This design comes from an exercise in tuning for small area, a short achievable clock period and few clock cycles per item on the open sky130 flow, not from production work. RTL that was checked went through simulation tests only; none was proved equivalent to the original.

Setup of juniper:
==> flow/design.v <==
module interp_add #(
  parameter int N    = 16,
  parameter int ARCH = 1
) (
  input  [N-1:0] a,
  input  [N-1:0] b,
  input          ci,
  output [N-1:0] s,
  output         co
);
  logic [N:0] g0, p0, g, pp;
  always_comb begin
    g0[0] = ci; p0[0] = 1'b0;
    for (int i = 0; i < N; i++) begin
      g0[i+1] = a[i] & b[i];
      p0[i+1] = a[i] ^ b[i];
    end
    g = g0; pp = p0;
    if (ARCH == 0) begin
      for (int i = 1; i <= N; i++) g[i] = g0[i] | (p0[i] & g[i-1]);
    end else if (ARCH == 2) begin
      for (int l = 1; l <= N; l = l * 2) begin
        for (int i = N; i >= l; i--) begin
          g[i]  = g[i] | (pp[i] & g[i-l]);
          pp[i] = pp[i] & pp[i-l];
        end
      end
    end else begin
      for (int l = 1; 2 * l <= N + 1; l = l * 2) begin
        for (int i = 2 * l - 1; i <= N; i += 2 * l) begin
          g[i]  = g[i] | (pp[i] & g[i-l]);
          pp[i] = pp[i] & pp[i-l];
        end
      end
      for (int l = 16; l >= 1; l = l / 2) begin
        for (int i = 3 * l - 1; i <= N; i += 2 * l) begin
          g[i]  = g[i] | (pp[i] & g[i-l]);
          pp[i] = pp[i] & pp[i-l];
        end
      end
    end
  end
  for (genvar i = 0; i < N; i++) begin : sum
    assign s[i] = p0[i+1] ^ g[i];
  end
  assign co = g[N];
endmodule
module interpolate_cal #(
  parameter  int unsigned HALF_SIZE = 16,
  parameter  int unsigned DATA_SIZE = 16
) (
  input clk,
  input rstn,
  input en,
  input [0:7][DATA_SIZE-1:0] feat,
  input [0:8][DATA_SIZE-1:0] x,  
  input [0:8][DATA_SIZE-1:0] y,
  input [0:8][DATA_SIZE-1:0] z,
  output logic [DATA_SIZE-1:0] interpolated_feat,
  output logic done
);
localparam int W = DATA_SIZE;
logic         busy;         
logic [3:0]   op;           
logic [1:0]   cnt;          
logic         first;        
logic [W-1:0] r;            
logic [W-1:0] d;            
logic         p_valid;      
logic [3:0]   p_nib;        
logic [W-1:0] p, m, a, b;
logic [W-1:0] dv;
always_comb begin
  case (cnt)
    2'd0: dv = d;
    2'd1: dv = d << 4;
    2'd2: dv = d << 8;
    default: dv = d << 12;
  endcase
end
wire idle   = !busy && !p_valid;
wire start  = idle && en;
wire last   = busy && (cnt == 2'd0);
wire load   = start || (last && op != 4'd10);
wire [3:0] lop = busy ? op + 4'd1 : 4'd1;    
logic [W-1:0] d_a, d_b, n_a, n_b;
always_comb begin
  d_a = x[1]; d_b = x[0];
  case (lop)
    4'd1:  begin d_a = x[1]; d_b = x[0]; end
    4'd2:  begin d_a = y[2]; d_b = y[0]; end
    4'd3:  begin d_a = x[3]; d_b = x[2]; end
    4'd4:  begin d_a = y[2]; d_b = y[0]; end
    4'd5:  begin d_a = z[4]; d_b = z[0]; end
    4'd6:  begin d_a = x[5]; d_b = x[4]; end
    4'd7:  begin d_a = y[6]; d_b = y[4]; end
    4'd8:  begin d_a = x[7]; d_b = x[6]; end
    4'd9:  begin d_a = y[6]; d_b = y[4]; end
    4'd10: begin d_a = z[4]; d_b = z[0]; end
    default: ;
  endcase
  case (lop)
    4'd2, 4'd7: n_a = y[8];
    4'd5:       n_a = z[8];
    4'd4, 4'd9, 4'd10: n_a = d_a;
    default:    n_a = x[8];
  endcase
  case (lop)
    4'd4, 4'd9: n_b = y[8];
    4'd10:      n_b = z[8];
    default:    n_b = d_b;
  endcase
end
wire [W-1:0] n_new, d_new;
interp_add #(W, 1) u_nsub (.a(n_a), .b(~n_b), .ci(1'b1), .s(n_new), .co());
interp_add #(W, 1) u_dsub (.a(d_a), .b(~d_b), .ci(1'b1), .s(d_new), .co());
wire [1:0] k_new = (d_new[15:12] != 4'd0) ? 2'd0 :
                   (d_new[11:8]  != 4'd0) ? 2'd1 :
                   (d_new[7:4]   != 4'd0) ? 2'd2 : 2'd3;
logic [W-1:0] rs [0:4];
logic [3:0]   nib;
assign rs[0] = r;
for (genvar j = 0; j < 4; j++) begin : step
  localparam int S = 3 - j;
  wire [W-1:0] dsh  = dv << S;
  wire         fits = (S == 0) ? 1'b1 : ~|dv[W-1 -: (S == 0 ? 1 : S)];
  wire [W-1:0] diff;
  wire         nb;
  interp_add #(W, 2) u_sub (.a(rs[j]), .b(~dsh), .ci(1'b1), .s(diff), .co(nb));
  assign nib[S]  = nb & fits;
  assign rs[j+1] = nib[S] ? diff : rs[j];
end
always_ff @(posedge clk) begin
  if (!rstn) begin
    busy  <= 1'b0;
    op    <= 4'd1;
  end else if (load) begin
    busy  <= 1'b1;
    op    <= lop;
  end else if (last) begin
    busy  <= 1'b0;
  end
end
always_ff @(posedge clk) begin
  first <= load;
  if (load) begin
    r   <= n_new;
    d   <= d_new;
    cnt <= k_new;
  end else begin
    r   <= rs[4];
    cnt <= cnt - 2'd1;
  end
end
always_ff @(posedge clk) begin
  if (!rstn) begin
    p_valid <= 1'b0;
    done    <= 1'b0;
  end else begin
    p_valid <= busy;
    done    <= p_valid && !busy;
  end
  p_nib   <= nib;
end
wire x_op  = (op == 4'd1) || (op == 4'd3) || (op == 4'd6) || (op == 4'd8);
wire [W-1:0] f_a = (op == 4'd1) ? feat[0] : (op == 4'd3) ? feat[2] :
                   (op == 4'd6) ? feat[4] : feat[6];
wire [W-1:0] f_b = (op == 4'd1) ? feat[1] : (op == 4'd3) ? feat[3] :
                   (op == 4'd6) ? feat[5] : feat[7];
wire [W-1:0] f_sum;
interp_add #(W, 1) u_fadd (.a(f_a), .b(f_b), .ci(1'b0), .s(f_sum), .co());
wire p_fin  = first || !busy;                               
wire add_a  = first && (op == 4'd5 || op == 4'd10);         
wire add_b  = !busy;                                        
wire [W-1:0] addend = add_a ? a : add_b ? b : '0;
wire [W-1:0] t0 = addend;
wire [W-1:0] t1 = p << 4;
wire [W-1:0] t2 = p_nib[3] ? (m << 3) : '0;
wire [W-1:0] t3 = p_nib[2] ? (m << 2) : '0;
wire [W-1:0] t4 = p_nib[1] ? (m << 1) : '0;
wire [W-1:0] t5 = p_nib[0] ? m : '0;
wire [W-1:0] s1 = t0 ^ t1 ^ t2;
wire [W-1:0] c1 = ((t0 & t1) | (t0 & t2) | (t1 & t2)) << 1;
wire [W-1:0] s2 = t3 ^ t4 ^ t5;
wire [W-1:0] c2 = ((t3 & t4) | (t3 & t5) | (t4 & t5)) << 1;
wire [W-1:0] s3 = s1 ^ c1 ^ s2;
wire [W-1:0] c3 = ((s1 & c1) | (s1 & s2) | (c1 & s2)) << 1;
wire [W-1:0] s4 = s3 ^ c3 ^ c2;
wire [W-1:0] c4 = ((s3 & c3) | (s3 & c2) | (c3 & c2)) << 1;
wire [W-1:0] p_new;
interp_add #(W, 0) u_pcpa (.a(s4), .b(c4), .ci(1'b0), .s(p_new), .co());
always_ff @(posedge clk) begin
  if (start)
    p <= '0;
  else if (p_valid)
    p <= (p_fin && busy) ? '0 : p_new;
  if (busy && first)
    m <= x_op ? f_sum : p_new;
  if (p_valid && first && (op == 4'd3 || op == 4'd8)) a <= p_new;   
  if (p_valid && first && op == 4'd6) b <= p_new;                    
end
assign interpolated_feat = p;
endmodule
module interp_top #(
  parameter  int unsigned W = 16
) (
  input              clk,
  input              rstn,
  input              en,
  input  [8*W-1:0]   feat,
  input  [9*W-1:0]   x,
  input  [9*W-1:0]   y,
  input  [9*W-1:0]   z,
  output [W-1:0]     interpolated_feat,
  output             done
);
logic [0:7][W-1:0] feat_arr;
logic [0:8][W-1:0] x_arr, y_arr, z_arr;
genvar g;
generate
  for (g = 0; g < 8; g = g + 1) begin : feat_unpack
    assign feat_arr[g] = feat[g*W +: W];
  end
  for (g = 0; g < 9; g = g + 1) begin : xyz_unpack
    assign x_arr[g] = x[g*W +: W];
    assign y_arr[g] = y[g*W +: W];
    assign z_arr[g] = z[g*W +: W];
  end
endgenerate
interpolate_cal #(
  .DATA_SIZE(W)
) INTERP (
  .clk               (clk),
  .rstn              (rstn),
  .en                (en),
  .feat              (feat_arr),
  .x                 (x_arr),
  .y                 (y_arr),
  .z                 (z_arr),
  .interpolated_feat (interpolated_feat),
  .done              (done)
);
endmodule
Settings: LEC_CHECK=0, CAP_MARGIN=20, CORE_MARGIN=2, CORE_UTILIZATION=40, PLACE_DENSITY=0.6, SLEW_MARGIN=20; clock period 33.0 ns.
standard.sh (not shown) runs the stock make flow with config.mk's settings and CLKGATE_MAP_FILE= SYNTH_SCRIPT=/design/flow/synth_recipe.tcl, a recipe that flattens the netlist after the stock synthesis.
==> flow/flow/run.sh <==
#!/bin/bash
set -euo pipefail
export BUFFER_PORTS_ARGS="-buffer_cell sky130_fd_sc_hd__buf_1"
export SETUP_SLACK_MARGIN=23
bash standard.sh > standard_flow.log 2>&1
Testbench counts of juniper, summed over its fixed seeds: cycles 65,649, items 2,400.
[inputs] delta vs juniper
diff --git a/flow/design.v b/flow/design.v
--- a/flow/design.v
+++ b/flow/design.v
@@ -70,16 +70,10 @@
 logic [3:0]   p_nib;        
 logic [W-1:0] p, m, a, b;
-logic [W-1:0] dv;
-always_comb begin
-  case (cnt)
-    2'd0: dv = d;
-    2'd1: dv = d << 4;
-    2'd2: dv = d << 8;
-    default: dv = d << 12;
-  endcase
-end
+wire skip = first && (cnt != 2'd0) && (r[15:12] < d[15:12]);
+wire [W-1:0] dv   = skip ? (d >> 4) : d;
+wire [1:0]   left = skip ? cnt - 2'd1 : cnt;
 wire idle   = !busy && !p_valid;
 wire start  = idle && en;
-wire last   = busy && (cnt == 2'd0);
+wire last   = busy && (left == 2'd0);
 wire load   = start || (last && op != 4'd10);
 wire [3:0] lop = busy ? op + 4'd1 : 4'd1;    
@@ -115,7 +109,12 @@
 interp_add #(W, 1) u_nsub (.a(n_a), .b(~n_b), .ci(1'b1), .s(n_new), .co());
 interp_add #(W, 1) u_dsub (.a(d_a), .b(~d_b), .ci(1'b1), .s(d_new), .co());
-wire [1:0] k_new = (d_new[15:12] != 4'd0) ? 2'd0 :
-                   (d_new[11:8]  != 4'd0) ? 2'd1 :
-                   (d_new[7:4]   != 4'd0) ? 2'd2 : 2'd3;
+logic [W-1:0] d_norm;
+logic [1:0]   k_new;
+always_comb begin
+  if (d_new[15:12] != 4'd0)     begin d_norm = d_new;       k_new = 2'd0; end
+  else if (d_new[11:8] != 4'd0) begin d_norm = d_new << 4;  k_new = 2'd1; end
+  else if (d_new[7:4] != 4'd0)  begin d_norm = d_new << 8;  k_new = 2'd2; end
+  else                          begin d_norm = d_new << 12; k_new = 2'd3; end
+end
 logic [W-1:0] rs [0:4];
 logic [3:0]   nib;
@@ -146,9 +145,10 @@
   if (load) begin
     r   <= n_new;
-    d   <= d_new;
+    d   <= d_norm;
     cnt <= k_new;
   end else begin
     r   <= rs[4];
-    cnt <= cnt - 2'd1;
+    d   <= dv >> 4;
+    cnt <= left - 2'd1;
   end
 end
### Flow results
- In delta relative to juniper, wire length of the first global-routing pass had gone up by more than 10%.
- delta: post-layout net count 9.0% above juniper
- INTERP.r[13] as the termination of the worst setup path was reported by juniper, and INTERP.r[14] by delta.
- The final reports for delta and juniper show mean instance size in the synthesized netlist lower in the former.
- Compared with juniper, delta shows a higher aggregate global-route resource usage.
- In the reports for juniper and delta, the larger post-route cell area belongs to delta.
- The higher clock-buffer cell count came out of juniper.
- Sort juniper and delta by fraction of met3 tracks used by global routing, descending, and juniper comes first.
- Area of the mapped netlist on delta is behind juniper.
- delta vs juniper: path length in cells of the critical path up in delta
- Changes observed in delta relative to juniper: antenna diode count went down by about 30%; core utilization moved up.
Function not checked in delta: the RTL went through the layout flow alone.

==> separate check: timing with driven ports <==
The results above use ideal ports. As a check the final layouts listed here were re-extracted and re-timed, cells and wires unchanged.
Step 1 assumes that a clkbuf_16 drives the clock port and a buf_2 every other input.
Step 2 moves the port delays by t, midway between the first and last clock arrival at a register: inputs arrive t later, outputs are due t later. That takes back most of the time a late clock gives input paths.
Slacks: ideal ports / drivers / drivers and shift; pairs: ideal ports / drivers.
run | shift t [ns] | slack for setup (ns) | slew at the worst register clock pin (ns)
juniper | 0.404 | 23.059 / 23.082 / 22.678 | 0.09 / 0.09
delta | 0.410 | 22.515 / 22.447 / 22.037 | 0.08 / 0.08
After both steps setup and hold are still met in every run listed. The setup slack of delta, which loses most, moves by -0.068 ns with the drivers and by -0.478 ns with both steps.
